This is an optimization exercise on Yosys and OpenROAD, whose aim is small area, a short achievable clock period and few clock cycles per item, not a production implementation.
Only simulation tests tie the RTL to the original design; equivalence was not proved.
No activity file was given, so power comes from the tool's default toggle rates.

==> design.v <==
module lzc64 (
    input  [63:0] x,
    output [6:0]  n
);
    wire [31:0] v1;
    wire [31:0] c1;
    genvar i;
    generate
        for (i = 0; i < 32; i = i + 1) begin : l1
            assign v1[i] = x[2*i+1] | x[2*i];
            assign c1[i] = ~x[2*i+1];
        end
    endgenerate
    wire [15:0] v2;
    wire [31:0] c2;
    generate
        for (i = 0; i < 16; i = i + 1) begin : l2
            assign v2[i] = v1[2*i+1] | v1[2*i];
            assign c2[2*i+1:2*i] = v1[2*i+1] ? {1'b0, c1[2*i+1]} : {1'b1, c1[2*i]};
        end
    endgenerate
    wire [7:0] v3;
    wire [23:0] c3;
    generate
        for (i = 0; i < 8; i = i + 1) begin : l3
            assign v3[i] = v2[2*i+1] | v2[2*i];
            assign c3[3*i+2:3*i] = v2[2*i+1] ? {1'b0, c2[4*i+3:4*i+2]} : {1'b1, c2[4*i+1:4*i]};
        end
    endgenerate
    wire [3:0] v4;
    wire [15:0] c4;
    generate
        for (i = 0; i < 4; i = i + 1) begin : l4
            assign v4[i] = v3[2*i+1] | v3[2*i];
            assign c4[4*i+3:4*i] = v3[2*i+1] ? {1'b0, c3[6*i+5:6*i+3]} : {1'b1, c3[6*i+2:6*i]};
        end
    endgenerate
    wire [1:0] v5;
    wire [9:0] c5;
    generate
        for (i = 0; i < 2; i = i + 1) begin : l5
            assign v5[i] = v4[2*i+1] | v4[2*i];
            assign c5[5*i+4:5*i] = v4[2*i+1] ? {1'b0, c4[8*i+7:8*i+4]} : {1'b1, c4[8*i+3:8*i]};
        end
    endgenerate
    assign n = v5[1] ? {2'b00, c5[9:5]} :
               v5[0] ? {2'b01, c5[4:0]} : 7'd64;
endmodule
module inc63 (
    input  [62:0] x,
    output [62:0] s
);
    wire [63:0] c;           
    wire [8:0]  bc;          
    assign bc[0] = 1'b1;
    genvar i;
    generate
        for (i = 0; i < 8; i = i + 1) begin : blk
            assign bc[i+1] = bc[i] & (&x[(i*8+7 < 62 ? i*8+7 : 62):i*8]);
        end
        for (i = 0; i < 63; i = i + 1) begin : bit_
            if (i % 8 == 0)
                assign c[i] = bc[i/8];
            else
                assign c[i] = c[i-1] & x[i-1];
        end
    endgenerate
    assign s = x ^ c[62:0];
endmodule
module SRT4_div(
    input               clock,
    input               reset,
    input               start,
    input               is_signed,
    input       [63:0]  a,
    input       [63:0]  b,
    output              ready,
    output              error,
    output      [63:0]  q,
    output      [63:0]  r
);
    wire sa_in = is_signed & a[63];
    wire sb_in = is_signed & b[63];
    wire [6:0] ca_in, cb_in;
    lzc64 lza (.x(a ^ {64{sa_in}}), .n(ca_in));
    lzc64 lzb (.x(b ^ {64{sb_in}}), .n(cb_in));
    wire [7:0] ga_in, gb_in;
    wire [7:0] ga_above;     
    genvar gi;
    generate
        for (gi = 0; gi < 8; gi = gi + 1) begin : gab
            assign ga_in[gi] = sa_in ? ~&a[8*gi+7:8*gi] : |a[8*gi+7:8*gi];
            assign gb_in[gi] = sb_in ? ~&b[8*gi+7:8*gi] : |b[8*gi+7:8*gi];
            assign ga_above[gi] = |ga_in[7:gi];
        end
    endgenerate
    wire small_in = (sa_in & ~sb_in) ? |(gb_in[7:1] & ~ga_above[6:0])
                                     : |(gb_in & ~ga_above);
    reg        st_norm, st_iter, st_corr, st_done;
    reg        SMALL;
    wire       st_idle = ~(st_norm | st_iter | st_corr | st_done);
    reg [6:0]  CA, CB;
    reg        SA, SB;
    reg [5:0]  cnt;
    reg        err;
    reg        first;
    reg        Z;      
    reg        OPS;    
    reg [64:0] R;      
    reg [63:0] D;      
    reg [63:0] Q;      
    wire [7:0] k = {1'b0, CB} - {1'b0, CA} + {7'd0, SA & ~SB};
    wire kneg = k[7];
    wire bz = CB[6] & ~SB;   
    wire last = (cnt == 6'd0);
    wire ops0 = (SA == SB);
    wire rz = ~|R;
    wire [62:0] qinc;
    inc63 qi (.x(Q[63:1]), .s(qinc));
    wire [64:0] T = R + ({SB, D} ^ {65{OPS}}) + {64'd0, OPS};
    wire need = SA ? (~T[64] | Z | rz) : T[64];
    always @(posedge clock) begin
        CA <= ca_in;
        CB <= cb_in;
        SA <= sa_in;
        SB <= sb_in;
        err <= ~st_idle & bz;
        SMALL <= small_in;
        if (reset) begin
            st_norm <= 1'b0;
            st_iter <= 1'b0;
            st_corr <= 1'b0;
            st_done <= 1'b0;
        end else begin
            st_norm <= st_idle & start;
            st_iter <= (st_norm & ~kneg & ~bz) | (st_iter & ~last);
            st_corr <= st_iter & last & need;
            st_done <= (st_norm & (kneg | bz) & ~SMALL) | (st_iter & last & ~need) | st_corr;
        end
        first <= st_norm;
        Z <= st_iter & (Z | rz);
        cnt <= st_norm ? k[5:0] : cnt - 6'd1;
        OPS <= st_norm ? ops0 : (T[64] == SB);
        if (st_iter | (st_corr & ~rz))
            R <= T;
        else if (st_corr)
            R <= 65'd0;
        else
            R <= {sa_in, a};
        if (st_norm)
            D <= D << k[5:0];
        else if (st_iter & ~last)
            D <= {SB, D[63:1]};
        else
            D <= b;
        if (st_iter)
            Q <= {Q[62:1], first ? ~OPS : OPS, 1'b1};
        else if (st_corr)
            Q <= {(OPS & ~rz) ? qinc : Q[63:1], rz};
        else
            Q <= (kneg | st_idle) ? 64'd0 : {{63{~ops0}}, 1'b1};
    end
    assign ready = st_done | (st_norm & SMALL);
    assign error = err;
    assign q = Q;
    assign r = R[63:0];
endmodule
==> flow/run.sh <==
#!/bin/bash
# Standard layout, with repair_timing aiming 7.25 ns below the 11 ns clock so
# the resizer sizes up the divider's critical paths, the ports buffered with the
# smallest buffer (the resizer still sizes them up where timing needs it), and a
# clock tree of clkbuf_8 with clusters of up to 20 sinks.
# Make's output goes to flow.log; ORFS keeps each step's log under orfs/logs.
set -euo pipefail
bash standard.sh SETUP_SLACK_MARGIN=7.25 \
  "BUFFER_PORTS_ARGS=-buffer_cell sky130_fd_sc_hd__buf_1" \
  CTS_BUF_LIST=sky130_fd_sc_hd__clkbuf_8 CTS_CLUSTER_SIZE=20 \
  finish > flow.log 2>&1
==> standard.sh <==
#!/bin/bash
# synth_recipe.tcl (not shown) runs the flow's synth.tcl, then flattens the netlist and writes it again
# the make line also repeats each setting of config.mk as NAME=value (left out here)
make -C /OpenROAD-flow-scripts/flow DESIGN_CONFIG=/design/flow/config.mk WORK_HOME=/design/flow/orfs CLKGATE_MAP_FILE= SYNTH_SCRIPT=/design/flow/synth_recipe.tcl "${@:-finish}"
==> config.mk <==
export PLATFORM = sky130hd
export DESIGN_NAME = SRT4_div
export DESIGN_NICKNAME = SRT4_div
export VERILOG_FILES = /design/flow/design.v
export SDC_FILE = /design/flow/constraint.sdc
export NUM_CORES = 4
export LEC_CHECK = 0
export CAP_MARGIN = 20
export CORE_MARGIN = 2
export CORE_UTILIZATION = 40
export PLACE_DENSITY = 0.6
export SLEW_MARGIN = 20
==> constraint.sdc <==
create_clock -name core_clock -period 11.0 [get_ports {clock}]
set_input_delay 2.2000 -clock core_clock [delete_from_list [all_inputs] [get_ports {clock}]]
set_output_delay 2.2000 -clock core_clock [all_outputs]
set_load 0.01 [all_outputs]
==> impl_metrics.py, run 1 <==
metrics = {
    "floorplanning": {
        "num_io_pins": 262,
        "rows": 84,
        "fp.dieW_um": 235,
        "floorplan.initialDensity_pct": 40.5,
        "area_of_the_die_um2": 55100,
        "die_y_um": 235,
        "floorplan_core_area_um2": 52700,
    },
    "detailed_routing": {
        "postRouteAntennaNets": 0,
        "detail_route.first_pass.iterations": 7,
        "detail_route.wirelength_um": 89100,
        "route.detailed.drc": 0,
        "route.detailed.wl_per_inst_um": 24.4,
        "drt_first_iter_violations": 2351,
        "via_count": 22600,
        "via_per_inst": 6.20,
    },
    "synth": {
        "netlist_top_cells_area": "dfxtp_1 (15%), edfxtp_1 (9.2%), ha_1 (7.9%)",
        "synth_largest_area_cell": "dfxtp_1",
        "distinct_cell_type_count_of_the_synthesized_netlist": 93,
        "netlist.area_leader.share_pct": 14.9,
        "yosys_warnings": 1,
        "synthesis.area_um2": 21300,
        "yosys_most_used_dff": "dfxtp_1",
        "syn-instance-count": 2717,
        "synth_enable_flop_cells": 65,
        "postSynthNetCount": 2985,
        "synth.avg_cell_area_um2": 7.84,
        "async_set_or_reset_flop_fraction_in_the_synthesized_netlist_pct": 0,
        "synth.yosys.seq_area_share_pct": 24.1,
        "synth.ff_latch_count": 224,
    },
    "cells_and_area": {
        "layout-drive-gt1-share_pct": 19.1,
        "flow.area_growth_from_synthesis_pct": 23.0,
        "final_common_cell": "nand2_1",
        "final_cell_area_excluding_filler_cells_um2": 26200,
        "fin_nets": 3191,
        "final.fill_count": 5127,
        "final_cell_mix": "nand2_1 (383), buf_1 (256), a21oi_1 (196)",
    },
    "global_route": {
        "global_route.usage.total_pct": 30.1,
        "antenna_found_initial": 5,
        "pin_count_of_the_biggest_net_entering_global_routing": 84,
        "grt_first_pass_wirelength_um": 130000,
        "first_global_vias": 20900,
        "overflow": 0,
    },
    "hold_path": {
        "hold_path_class": "reg2reg",
    },
    "cts": {
        "clkSlewWorstSetupHoldPaths_ps": 60,
        "clock_tree.buffer_depth": 3,
        "cts_hold_buffers": 0,
        "clk_root_buffer_cell": "clkbuf_8",
        "cts_inserted_buffers": 44,
        "clock_sinks": 224,
        "worst_skew_pair.late_latency_ps": 670,
        "tritoncts": "yes",
        "htree_num_levels": 2,
    },
    "timing": {
        "final-max-slew-violation-count": 0,
        "timing.final.setup_violations": 0,
        "worst_setup_skew_after_layout_ps": 50.6,
        "report.final.hold_viol_count": 0,
        "rsz0062_at_grt": "true",
        "max-slew-margin-rel_pct": 35.8,
        "min_period_ps": 3760,
        "final.setup.tns_ps": 0,
        "postLayoutSetupSlackWorst_ps": 7240,
        "fmax_mhz": 266,
        "final_min_period_over_clock_period_pct": 34.2,
        "tightestPinTransition_ps": 963,
    },
    "worst_setup_path": {
        "critical_path_class": "reg2reg",
        "cp_data_required_time_ps": 11390,
        "cp_max_fo": 3,
        "worstPathArrival_ps": 4150,
        "end_kind": "flop",
        "timing.critical_path.from_type": "flop",
    },
    "placed_design": {
        "globalplace.congestion": 0.968,
        "placement.cell_area_um2": 22300,
        "dp.final_hpwl_um": 63700,
        "io_buffers": 261,
        "dpl_worst_slack_ps": 5370,
    },
    "pwr": {
        "vdd_drop_max_mv": 0.152,
        "p_leak_nw": 10.6,
        "power.density_cell_area_nw_per_um2": 264,
    },
    "status": {
        "outcome": "timing/DRC/antenna clean",
    },
    "job": {
        "maxCapViolCount": 0,
    },
}
-- state kept, by name (all words and copies together), names as in the netlist, 6 cells and up --
name and cells:
CA 7, CB 7, cnt 6, D 64
Q 64, R 65
-- critical path, cell delays in order, from the launching register on --
cell and delay (ps):
edfxtp_1 380, ha_2 230, nand3_4 90, nor4_4 280, nand2_2 120, or3_4 410, or3_4 400, nor3_4 210
ha_2 230, ha_4 130, ha_4 130, ha_4 130, ha_4 130, ha_4 130, ha_4 130, xnor2_2 100
nand2_1 70, a22o_1 210
-- Yosys cell counts, types with 7 or more instances --
cell type    n
o31ai_1     10
nand3_1     97
dfxtp_1    159
buf_1       18
a21oi_1    222
o21a_1      14
o22ai_1     36
buf_2       16
a311oi_1    12
a22o_1      15
nand4_1     54
edfxtp_1    65
a211oi_1    15
a22oi_1      7
xor2_1      93
clkbuf_1   129
o21ai_0    220
mux4_2      54
o311ai_0    10
nand2_1    399
o211ai_1    54
nor2b_1     77
and3_1      21
nand2b_1    34
a31oi_1     29
or3_1       22
ha_1       134
clkbuf_8     7
mux2i_1     94
buf_4       64
xnor2_1     43
inv_1       54
nor2_1     148
o21bai_1    22
a21o_1      44
nor3_1      58
nor4_1      30
and2_1       7
-- path summary, 6_finish.rpt --
check	startpoint	slack [ps]	cells past startpoint	to
min reg2reg	cnt[0]$_DFF_P_	480	1	cnt[0]$_DFF_P_
max	Q[2]$_DFFE_PP_	7240	17	Q[56]$_DFFE_PP_
min	cnt[0]$_DFF_P_	480	1	cnt[0]$_DFF_P_
max reg2reg	Q[2]$_DFFE_PP_	7240	17	Q[56]$_DFFE_PP_
-- metrics by stage --
stage / instances / power, mW / hold slack (ps) / util (%)
2_1_floorplan: 2717 / 3.98 / 374 / -
3_3_place_gp: 3446 / 4.91 / 457 / 42.3
3_5_place_dp: 3446 / 4.92 / 465 / 42.3
4_1_cts: 3580 / 6.13 / 478 / 46.1
5_1_grt: 3646 / 7.31 / 512 / 49.8
6_report: 3646 / 6.91 / 476 / 49.8
-- report_power, final --
group | internal, mW | switching, mW | total, mW
logic | 1.98 | 2.77 | 4.76
clock network | 0.492 | 0.429 | 0.921
registers | 0.998 | 0.232 | 1.23
-- cell families after synthesis --
kind of cell    share of synthesized area, %
simple gates                            21.9
flops                                   24.1
compound gates                          22.9
mux                                     10.5
fa+ha+maj                               8.06
xor+xnor                                5.59
buf+inv                                 6.91
-- final cells by class --
class	instances	area, µm²	share of cell area, %
sequential	224	5150	19.7
inverter	55	233	0.888
clock inverter	22	139	0.530
timing repair inverter	1	8.76	0.0334
multi-input combinational	2198	16500	63.0
timing repair buffer	399	2510	9.57
clock buffer	57	785	2.99
tap	688	861	3.29
antenna	2	5.00	0.0191
-- per-layer routing --
layer | routed length (µm) | track usage, % | vias up
met5 | 44 | 0 | -
met2 | 38900 | 46.1 | 1179
met1 | 37000 | 40.6 | 10800
met3 | 8760 | 7.05 | 228
met4 | 4340 | 12.8 | 6
li1 | - | - | 10400
-- timing repair --
action / 4_1_cts / 5_1_grt
endpoints found under the setup margin: 185 / 140
resized for setup: 117 / 283
buffers inserted: 50 / 55
endpoints found under the hold margin: 0 / 0
gates cloned: 5 / 9
pin swaps: 31 / 70
Testbench counts, summed over its fixed seeds: cycles 175,424, divs 12,000.
==> run 2, diff against run 1 <==
--- a/design.v
+++ b/design.v
@@ -69,2 +69,33 @@
 endmodule
+module hcadd #(parameter W = 65) (
+    input  [W-1:0] x,
+    input  [W-1:0] y,
+    input          ci,
+    output [W-1:0] s
+);
+    localparam N = W + 1;    
+    reg [N-1:0] G, P;
+    integer i, d;
+    always @* begin
+        G = {x & y, ci};
+        P = {x ^ y, 1'b0};
+        for (i = N - 1; i >= 0; i = i - 1)
+            if (i % 2 == 1) begin
+                G[i] = G[i] | (P[i] & G[i - 1]);
+                P[i] = P[i] & P[i - 1];
+            end
+        for (d = 2; d < N; d = d * 2)
+            for (i = N - 1; i >= 0; i = i - 1)
+                if (i % 2 == 1 && i >= d) begin
+                    G[i] = G[i] | (P[i] & G[i - d]);
+                    P[i] = P[i] & P[i - d];
+                end
+        for (i = N - 1; i >= 0; i = i - 1)
+            if (i % 2 == 0 && i >= 2) begin
+                G[i] = G[i] | (P[i] & G[i - 1]);
+                P[i] = P[i] & P[i - 1];
+            end
+    end
+    assign s = (x ^ y) ^ G[W-1:0];
+endmodule
 module SRT4_div(
@@ -86,16 +117,3 @@
     lzc64 lzb (.x(b ^ {64{sb_in}}), .n(cb_in));
-    wire [7:0] ga_in, gb_in;
-    wire [7:0] ga_above;     
-    genvar gi;
-    generate
-        for (gi = 0; gi < 8; gi = gi + 1) begin : gab
-            assign ga_in[gi] = sa_in ? ~&a[8*gi+7:8*gi] : |a[8*gi+7:8*gi];
-            assign gb_in[gi] = sb_in ? ~&b[8*gi+7:8*gi] : |b[8*gi+7:8*gi];
-            assign ga_above[gi] = |ga_in[7:gi];
-        end
-    endgenerate
-    wire small_in = (sa_in & ~sb_in) ? |(gb_in[7:1] & ~ga_above[6:0])
-                                     : |(gb_in & ~ga_above);
     reg        st_norm, st_iter, st_corr, st_done;
-    reg        SMALL;
     wire       st_idle = ~(st_norm | st_iter | st_corr | st_done);
@@ -119,3 +137,4 @@
     inc63 qi (.x(Q[63:1]), .s(qinc));
-    wire [64:0] T = R + ({SB, D} ^ {65{OPS}}) + {64'd0, OPS};
+    wire [64:0] T;
+    hcadd #(.W(65)) add (.x(R), .y({SB, D} ^ {65{OPS}}), .ci(OPS), .s(T));
     wire need = SA ? (~T[64] | Z | rz) : T[64];
@@ -126,4 +145,3 @@
         SB <= sb_in;
-        err <= ~st_idle & bz;
-        SMALL <= small_in;
+        err <= bz;
         if (reset) begin
@@ -137,3 +155,3 @@
             st_corr <= st_iter & last & need;
-            st_done <= (st_norm & (kneg | bz) & ~SMALL) | (st_iter & last & ~need) | st_corr;
+            st_done <= (st_norm & (kneg | bz)) | (st_iter & last & ~need) | st_corr;
         end
@@ -160,5 +178,5 @@
         else
-            Q <= (kneg | st_idle) ? 64'd0 : {{63{~ops0}}, 1'b1};
+            Q <= kneg ? 64'd0 : {{63{~ops0}}, 1'b1};
     end
-    assign ready = st_done | (st_norm & SMALL);
+    assign ready = st_done;
     assign error = err;
--- a/config.mk
+++ b/config.mk
@@ -7,2 +7,3 @@
 export LEC_CHECK = 0
+export ABC_AREA = 1
 export CAP_MARGIN = 20
==> impl_metrics.py, run 2 <==
metrics = {
    "status": {
        "outcome": "timing/DRC/antenna clean",
    },
    "cells_and_area": {
        "final_cell_area_excluding_filler_cells_um2": 23900,
        "top_registers": "R x65, D x64, Q x64",
        "fin_nets": 3758,
        "flow.area_growth_from_synthesis_pct": 13.0,
        "final_cell_mix": "nand2_1 (1018), inv_1 (315), nand3_1 (310)",
        "antennaDiodeCount": 0,
        "largest-register": "R",
        "largest_reg_flops": 65,
        "final.fill_count": 5610,
        "share_of_the_core_filled_with_cells_pct": 45.6,
        "instances_no_fill": 4179,
        "layout-drive-gt1-share_pct": 7.42,
        "final_common_cell": "nand2_1",
    },
    "synth": {
        "synth_top_family_by_area": "simple AND/OR/NAND/NOR gates",
        "synth.ff_latch_count": 223,
        "yosys.area_share.adder_pct": 11.0,
        "postSynthNetCount": 3611,
        "synth.most_common_cell": "nand2_1",
        "yosys_most_used_dff": "dfxtp_1",
        "netlist_top_cells_area": "nand2_1 (18%), dfxtp_1 (15%), edfxtp_1 (9.2%)",
        "yosys_warnings": 2,
        "synth_enable_flop_cells": 65,
        "synth_simple_gate_area_share_pct": 33.6,
        "async_set_or_reset_flop_fraction_in_the_synthesized_netlist_pct": 0,
        "synth_area_in_compound_gates_pct": 14.9,
        "synthesis.area_um2": 21100,
        "post_synth_most_frequent_cells": "nand2_1 (1026), nand3_1 (311), inv_1 (308), o21ai_0 (266), nor2_1 (234)",
        "syn-instance-count": 3313,
        "distinct_cell_type_count_of_the_synthesized_netlist": 52,
        "netlist.area_leader.share_pct": 18.2,
        "synth_largest_area_cell": "nand2_1",
        "synth.avg_cell_area_um2": 6.38,
        "synth.yosys.seq_area_share_pct": 24.2,
        "muxShareOfSynthArea_pct": 0,
        "synth-xor-area-share_pct": 4.93,
    },
    "pwr": {
        "seq_power_share_pct": 20.2,
        "power.share.switching_pct": 53.4,
        "p_sw_mw": 3.46,
        "share_comb_of_total_power_pct": 66.4,
        "vdd_drop_max_mv": 0.105,
        "p_int_mw": 3.03,
        "clock_power_share_pct": 13.4,
        "p_leak_nw": 11.2,
        "power.density_cell_area_nw_per_um2": 272,
    },
    "global_route": {
        "overflow": 0,
        "grt_first_pass_wirelength_um": 122000,
        "pin_count_of_the_biggest_net_entering_global_routing": 98,
        "antenna_found_initial": 0,
        "global_route.usage.total_pct": 29.3,
        "first_global_vias": 20600,
    },
    "timing": {
        "final.setup.tns_ps": 0,
        "fmax_mhz": 277,
        "report.final.hold_viol_count": 0,
        "worst_setup_skew_after_layout_ps": 46.3,
        "postLayoutSetupSlackWorst_ps": 7390,
        "max-slew-margin-rel_pct": 32.8,
        "timing.final.setup_violations": 0,
        "final_min_period_over_clock_period_pct": 32.8,
        "rsz0062_at_grt": "true",
        "final-max-slew-violation-count": 0,
        "min_period_ps": 3610,
        "tightestPinTransition_ps": 1000,
    },
    "worst_setup_path": {
        "cp_slowest_cell": "buf_4",
        "cpMostUsedCell": "nand2_1",
        "critical_path.max_stage_delay_ps": 300,
        "cp_cell_sequence": "buf_4 -> nand2_8 -> clkinv_8 -> nand2_1 -> nand2_1 -> nand2_1 -> nor2_1 -> nand2_1 -> inv_2 -> nand2_1 -> nor2_4 -> inv_1 -> nand2_1 -> o21ai_1",
        "end_kind": "flop",
        "cp_data_required_time_ps": 11520,
        "cp_max_fo": 33,
        "critical_path_class": "in2reg",
        "timing.critical_path.from_type": "input port",
        "worstPathArrival_ps": 4130,
    },
    "placed_design": {
        "dpl_worst_slack_ps": 5950,
        "placement.cell_area_um2": 22000,
        "globalplace.congestion": 0.989,
        "dp.final_hpwl_um": 63500,
        "dp_cells": 4069,
        "io_buffers": 261,
    },
    "cts": {
        "clkSlewWorstSetupHoldPaths_ps": 60,
        "clock_tree.buffer_depth": 3,
        "worst_skew_pair.late_latency_ps": 660,
        "tritoncts": "yes",
        "cts_inserted_buffers": 45,
        "cts_hold_buffers": 0,
        "clock_sinks": 223,
        "htree_num_levels": 2,
        "clk_root_buffer_cell": "clkbuf_8",
    },
    "detailed_routing": {
        "postRouteAntennaNets": 0,
        "detail_route.first_pass.iterations": 7,
        "detail_route.wirelength_um": 84900,
        "via_per_inst": 5.50,
        "drt_first_iter_violations": 2684,
        "route.detailed.wl_per_inst_um": 20.3,
        "via_count": 23000,
        "route.detailed.drc": 0,
    },
    "floorplanning": {
        "floorplan.initialDensity_pct": 40.4,
        "die_y_um": 234,
        "rows": 84,
        "fp.dieW_um": 234,
        "num_io_pins": 262,
        "floorplan_core_area_um2": 52300,
        "area_of_the_die_um2": 54700,
    },
    "job": {
        "maxCapViolCount": 0,
    },
    "hold_path": {
        "hold_path_class": "reg2reg",
    },
}
run 2: critical path, delay by kind of cell:
kind | cells | cell delay [ps]
AO/OA/AOI/OAI | 1 | 60
AND/OR/NAND/NOR | 9 | 1130
buffers and inverters | 4 | 690
run 2: timing repair:
item	CTS	global route
endpoints found under the setup margin	100	92
hold endpoints to repair	0	0
gates resized for setup	36	91
setup buffers	2	17
cloned	2	11
pin swaps	1	14
run 2: power groups by stage:
| stage | Clock (mW) | Combinational (mW) | Sequential [mW] |
|---|---|---|---|
| floorplan | 0 | 2.80 | 1.20 |
| global placement | 0 | 3.75 | 1.32 |
| detailed placement | 0 | 3.78 | 1.31 |
| CTS | 0.881 | 3.88 | 1.30 |
| global route | 0.913 | 4.75 | 1.33 |
| finish | 0.869 | 4.31 | 1.31 |
run 2: area by class of cell:
cell class	count	area (µm²)	area share, %
timing repair inverter	1	5.00	0.0210
clock inverter	28	171	0.718
clock buffer	50	688	2.88
timing repair buffer	312	1610	6.72
multi-input combinational	2556	14200	59.4
sequential	223	5120	21.4
inverter	321	1240	5.21
tap	688	861	3.60
run 2: cells by family after synthesis:
family / Yosys count
XOR/XNOR: 119
AND/OR/NAND/NOR: 1689
adder cells (fa/ha/maj): 166
flip-flops: 223
buffers and inverters: 537
AO/OA/AOI/OAI: 579
run 2: final timing paths:
kind	slack [ps]	from	end	cells after the start
hold reg to reg	420	st_done$_SDFF_PP0_	st_norm$_SDFF_PP0_	1
setup / recovery	7390	is_signed	CA[2]$_DFF_P_	14
setup reg to reg	7390	OPS$_DFF_P_	st_done$_SDFF_PP0_	21
hold / removal	420	st_done$_SDFF_PP0_	st_norm$_SDFF_PP0_	1
run 2: per-layer routing:
metal  global-route usage (%)  wire length [µm]
met5                        0                 0
met3                     5.00              7260
met2                     45.0             37400
met1                     40.6             36300
met4                     12.6              3920
run 2: metrics by stage:
stage / hold WS, ps / power, mW
4_1_cts: 423 / 6.06
6_report: 418 / 6.49
3_3_place_gp: 416 / 5.06
3_5_place_dp: 416 / 5.09
2_1_floorplan: 375 / 4.00
5_1_grt: 442 / 6.99
Testbench counts of run 2, summed over its fixed seeds: cycles 179,963, divs 12,000.
==> run 3, diff against run 2 <==
--- a/design.v
+++ b/design.v
@@ -69,3 +69,3 @@
 endmodule
-module hcadd #(parameter W = 65) (
+module bkadd #(parameter W = 65) (
     input  [W-1:0] x,
@@ -77,3 +77,3 @@
     reg [N-1:0] G, P;
-    integer i, d;
+    integer l, i, d;
     always @* begin
@@ -81,10 +81,6 @@
         P = {x ^ y, 1'b0};
-        for (i = N - 1; i >= 0; i = i - 1)
-            if (i % 2 == 1) begin
-                G[i] = G[i] | (P[i] & G[i - 1]);
-                P[i] = P[i] & P[i - 1];
-            end
-        for (d = 2; d < N; d = d * 2)
-            for (i = N - 1; i >= 0; i = i - 1)
-                if (i % 2 == 1 && i >= d) begin
+        for (l = 0; (1 << (l + 1)) <= N; l = l + 1) begin
+            d = 1 << l;
+            for (i = 0; i < N; i = i + 1)
+                if (((i + 1) % (2 * d)) == 0) begin
                     G[i] = G[i] | (P[i] & G[i - d]);
@@ -92,7 +88,12 @@
                 end
-        for (i = N - 1; i >= 0; i = i - 1)
-            if (i % 2 == 0 && i >= 2) begin
-                G[i] = G[i] | (P[i] & G[i - 1]);
-                P[i] = P[i] & P[i - 1];
-            end
+        end
+        for (l = 6; l >= 0; l = l - 1) begin
+            d = 1 << l;
+            if (2 * d < N)
+                for (i = 0; i < N; i = i + 1)
+                    if (((i + 1) % (2 * d)) == d && i >= 2 * d) begin
+                        G[i] = G[i] | (P[i] & G[i - d]);
+                        P[i] = P[i] & P[i - d];
+                    end
+        end
     end
@@ -138,3 +139,3 @@
     wire [64:0] T;
-    hcadd #(.W(65)) add (.x(R), .y({SB, D} ^ {65{OPS}}), .ci(OPS), .s(T));
+    bkadd #(.W(65)) add (.x(R), .y({SB, D} ^ {65{OPS}}), .ci(OPS), .s(T));
     wire need = SA ? (~T[64] | Z | rz) : T[64];
--- a/flow/run.sh
+++ b/flow/run.sh
@@ -1,3 +1,3 @@
 #!/bin/bash
-# Standard layout, with repair_timing aiming 7.25 ns below the 11 ns clock so
+# Standard layout, with repair_timing aiming 7.4 ns below the 11 ns clock so
 # the resizer sizes up the divider's critical paths, the ports buffered with the
@@ -7,3 +7,3 @@
 set -euo pipefail
-bash standard.sh SETUP_SLACK_MARGIN=7.25 \
+bash standard.sh SETUP_SLACK_MARGIN=7.4 \
   "BUFFER_PORTS_ARGS=-buffer_cell sky130_fd_sc_hd__buf_1" \
==> impl_metrics.py, run 3 <==
metrics = {
    "synth": {
        "synth.most_common_cell": "nand2_1",
        "async_set_or_reset_flop_fraction_in_the_synthesized_netlist_pct": 0,
        "post_synth_most_frequent_cells": "nand2_1 (740), o21ai_0 (341), inv_1 (245), nor2_1 (182), dfxtp_1 (158)",
        "netlist.area_leader.share_pct": 16.1,
        "synth.yosys.seq_area_share_pct": 26.0,
        "synth_top_family_by_area": "simple AND/OR/NAND/NOR gates",
        "synth_area_in_compound_gates_pct": 19.0,
        "muxShareOfSynthArea_pct": 1.27,
        "yosys_warnings": 2,
        "synth_enable_flop_cells": 65,
        "synthesis.area_um2": 19600,
        "yosys_most_used_dff": "dfxtp_1",
        "postSynthNetCount": 3156,
        "synth.avg_cell_area_um2": 6.88,
        "synth_simple_gate_area_share_pct": 24.8,
        "synth-xor-area-share_pct": 6.05,
        "netlist_top_cells_area": "dfxtp_1 (16%), nand2_1 (14%), edfxtp_1 (9.9%)",
        "synth.ff_latch_count": 223,
        "syn-instance-count": 2858,
        "distinct_cell_type_count_of_the_synthesized_netlist": 59,
        "synth_largest_area_cell": "dfxtp_1",
        "yosys.area_share.adder_pct": 11.8,
    },
    "global_route": {
        "pin_count_of_the_biggest_net_entering_global_routing": 83,
        "first_global_vias": 19300,
        "antenna_found_initial": 1,
        "overflow": 0,
        "grt_first_pass_wirelength_um": 117000,
        "global_route.usage.total_pct": 30.2,
    },
    "worst_setup_path": {
        "end_kind": "flop",
        "worstRegToRegCells": 26,
        "worstPathArrival_ps": 4280,
        "cp_max_fo": 5,
        "crit_start": "OPS$_DFF_P_",
        "timing.critical_path.from_type": "flop",
        "r2r-start": "OPS$_DFF_P_",
        "cp_data_required_time_ps": 11530,
        "critical_path_class": "reg2reg",
    },
    "cts": {
        "clk_root_buffer_cell": "clkbuf_8",
        "clock_sinks": 223,
        "tritoncts": "yes",
        "cts_inserted_buffers": 43,
        "clkSlewWorstSetupHoldPaths_ps": 70,
        "htree_num_levels": 2,
        "worst_skew_pair.late_latency_ps": 650,
        "cts_hold_buffers": 0,
        "clock_tree.buffer_depth": 3,
    },
    "status": {
        "outcome": "timing/DRC/antenna clean",
    },
    "floorplanning": {
        "area_of_the_die_um2": 50900,
        "floorplan.initialDensity_pct": 40.3,
        "rows": 81,
        "die_y_um": 226,
        "floorplan_core_area_um2": 48700,
        "fp.dieW_um": 226,
        "num_io_pins": 262,
    },
    "timing": {
        "rsz0062_at_grt": "true",
        "final_min_period_over_clock_period_pct": 34.1,
        "max-slew-margin-rel_pct": 29.8,
        "fmax_mhz": 266,
        "report.final.hold_viol_count": 0,
        "tightestPinTransition_ps": 1050,
        "hold_slack_ps": 436,
        "final-max-slew-violation-count": 0,
        "timing.final.setup_violations": 0,
        "min_period_ps": 3750,
        "final.setup.tns_ps": 0,
        "worst_setup_skew_after_layout_ps": 35.0,
    },
    "cells_and_area": {
        "final_common_cell": "nand2_1",
        "final.fill_count": 4906,
        "antennaDiodeCount": 0,
        "layout-drive-gt1-share_pct": 12.0,
        "top_registers": "R x65, D x64, Q x64",
        "share_of_the_core_filled_with_cells_pct": 47.7,
        "largest-register": "R",
        "fin_nets": 3342,
        "final_cell_mix": "nand2_1 (719), o21ai_0 (313), buf_1 (258)",
        "largest_reg_flops": 65,
        "flow.area_growth_from_synthesis_pct": 18.4,
    },
    "detailed_routing": {
        "via_count": 20800,
        "detail_route.wirelength_um": 80900,
        "route.detailed.wl_per_inst_um": 21.6,
        "via_per_inst": 5.56,
        "route.detailed.drc": 0,
        "detail_route.first_pass.iterations": 6,
        "drt_first_iter_violations": 2180,
        "postRouteAntennaNets": 0,
    },
    "pwr": {
        "share_comb_of_total_power_pct": 63.6,
        "power.density_cell_area_nw_per_um2": 271,
        "p_sw_mw": 3.14,
        "power.share.switching_pct": 49.8,
        "p_leak_nw": 10.5,
        "vdd_drop_max_mv": 0.117,
        "p_int_mw": 3.16,
        "clock_power_share_pct": 15.1,
        "seq_power_share_pct": 21.2,
    },
    "hold_path": {
        "holdCritStartpoint": "cnt[0]$_DFF_P_",
        "hold_path_class": "reg2reg",
        "min_delay_path_depth": 1,
    },
    "placed_design": {
        "dp.final_hpwl_um": 58700,
        "io_buffers": 261,
        "globalplace.congestion": 0.956,
    },
    "job": {
        "maxCapViolCount": 0,
    },
}
run 3: changes by cell type after synthesis, sizes merged, moves of 10 or more:
cell   delta
a31oi    +12
a21oi    -63
nand2   -289
o21ai    +98
mux2i    +25
inv      -48
nor4     +17
nand3   -189
xor2     +10
and2     -10
a31o     +10
nor2     -61
run 3: critical path: stages, from the launching register on:
cell	delay, ps
dfxtp_4	390
buf_12	160
buf_16	140
xor2_2	180
ha_1	340
a21o_1	200
a21boi_2	180
nand2_2	90
a21oi_2	170
nand2_4	90
nand2_4	70
nand2_4	60
nand2_2	70
nand2_2	60
nand2_2	80
nand2_4	60
a21oi_4	190
fa_2	250
xor2_2	180
xor2_1	210
nor2_1	80
nand3_1	100
nand2_2	70
nand2_1	60
nand3_1	60
nand2_1	60
inv_1	30
run 3: cell families (layout without fill, tap and decap cells):
| family | count (synthesis) | in the layout |
|---|---|---|
| buffers and inverters | 481 | 699 |
| DFF | 223 | 223 |
| adders and majority gates | 166 | 166 |
| muxes | 25 | 25 |
| and+or+nand+nor | 1162 | 1165 |
| xor gates and xnor gates | 134 | 134 |
| AOI/OAI and AO/OA | 667 | 667 |
run 3: through the flow:
stage / setup slack, ps / cells / instance area [µm²] / total power [mW]
finish: 7250 / 3743 / 23300 / 6.30
global route: 7090 / 3743 / 23300 / 6.72
CTS: 7210 / 3710 / 22400 / 5.91
detailed placement: 6030 / 3598 / 20600 / 4.56
global placement: 6150 / 3598 / 20600 / 4.51
floorplan: 7400 / 2858 / 19700 / 3.65
run 3: power by group through the flow:
stage	registers [mW]	logic, mW	clock network (mW)
floorplan	1.20	2.44	0
global placement	1.37	3.13	0
detailed placement	1.38	3.19	0
CTS	1.32	3.63	0.960
global route	1.35	4.38	0.992
finish	1.34	4.01	0.955
run 3: metal layers:
metal	up-vias	share of wire, %	global-route usage, %
met5	-	0.016	0
met4	2	5.3	14.2
met3	204	7.8	4.62
met2	912	45	48.4
met1	9833	41	39.9
li1	9878	-	-
run 3: repair_timing:
item / 4_1_cts / 5_1_grt
endpoints found under the hold margin: 0 / 0
cloned: 8 / 7
pin swaps: 25 / 46
resized for setup: 87 / 122
setup endpoints to repair: 117 / 74
buffers inserted: 24 / 26
run 3: cell type report:
cell class                      count  area [µm²]  area share, %
Clock buffer                       53         729           3.13
Clock inverter                     27         236           1.02
Inverter                          273        1050           4.53
Multi-Input combinational cell   2157       13200           56.7
Sequential cell                   223        5120           22.0
Tap cell                          664         831           3.57
Timing Repair Buffer              346        2100           9.03
run 3: path summary, 6_finish.rpt:
check | to | slack, ps
setup / recovery | st_done$_SDFF_PP0_ | 7250
hold / removal | cnt[0]$_DFF_P_ | 440
setup reg to reg | st_done$_SDFF_PP0_ | 7250
hold reg to reg | cnt[0]$_DFF_P_ | 440
Testbench counts of run 3, summed over its fixed seeds: cycles 179,963, divs 12,000.

## afterwards: timing with drivers on the ports
No port has a modelled driver above. Below, the same layouts with a new extraction and two added sets of constraints. Step 1 sets driving cells, clkbuf_16 on the clock port and buf_2 on the other inputs (assumed; they add their load-dependent delay and slew). Step 2, shift: input delay + t, output delay - t, t = (earliest + latest rising clock arrival at the registers) / 2. This alone moves slack from input paths to output paths. Slacks: ideal / step 1 / step 2; pairs: ideal / step 1.
run	t, ns	setup WS [ns]	hold slack, ns	worst register clock-pin slew, ns
run 1	0.707	7.243 / 7.223 / 6.516	0.476 / 0.476 / 0.476	0.07 / 0.07
run 2	0.691	7.387 / 7.384 / 6.718	0.418 / 0.418 / 0.418	0.07 / 0.07
run 3	0.691	7.246 / 7.246 / 6.837	0.436 / 0.436 / 0.436	0.07 / 0.07
After both steps setup and hold are still met in every run listed. For run 1, which loses most, drivers alone change the setup slack by -0.020 ns; drivers and shift together by -0.727 ns.
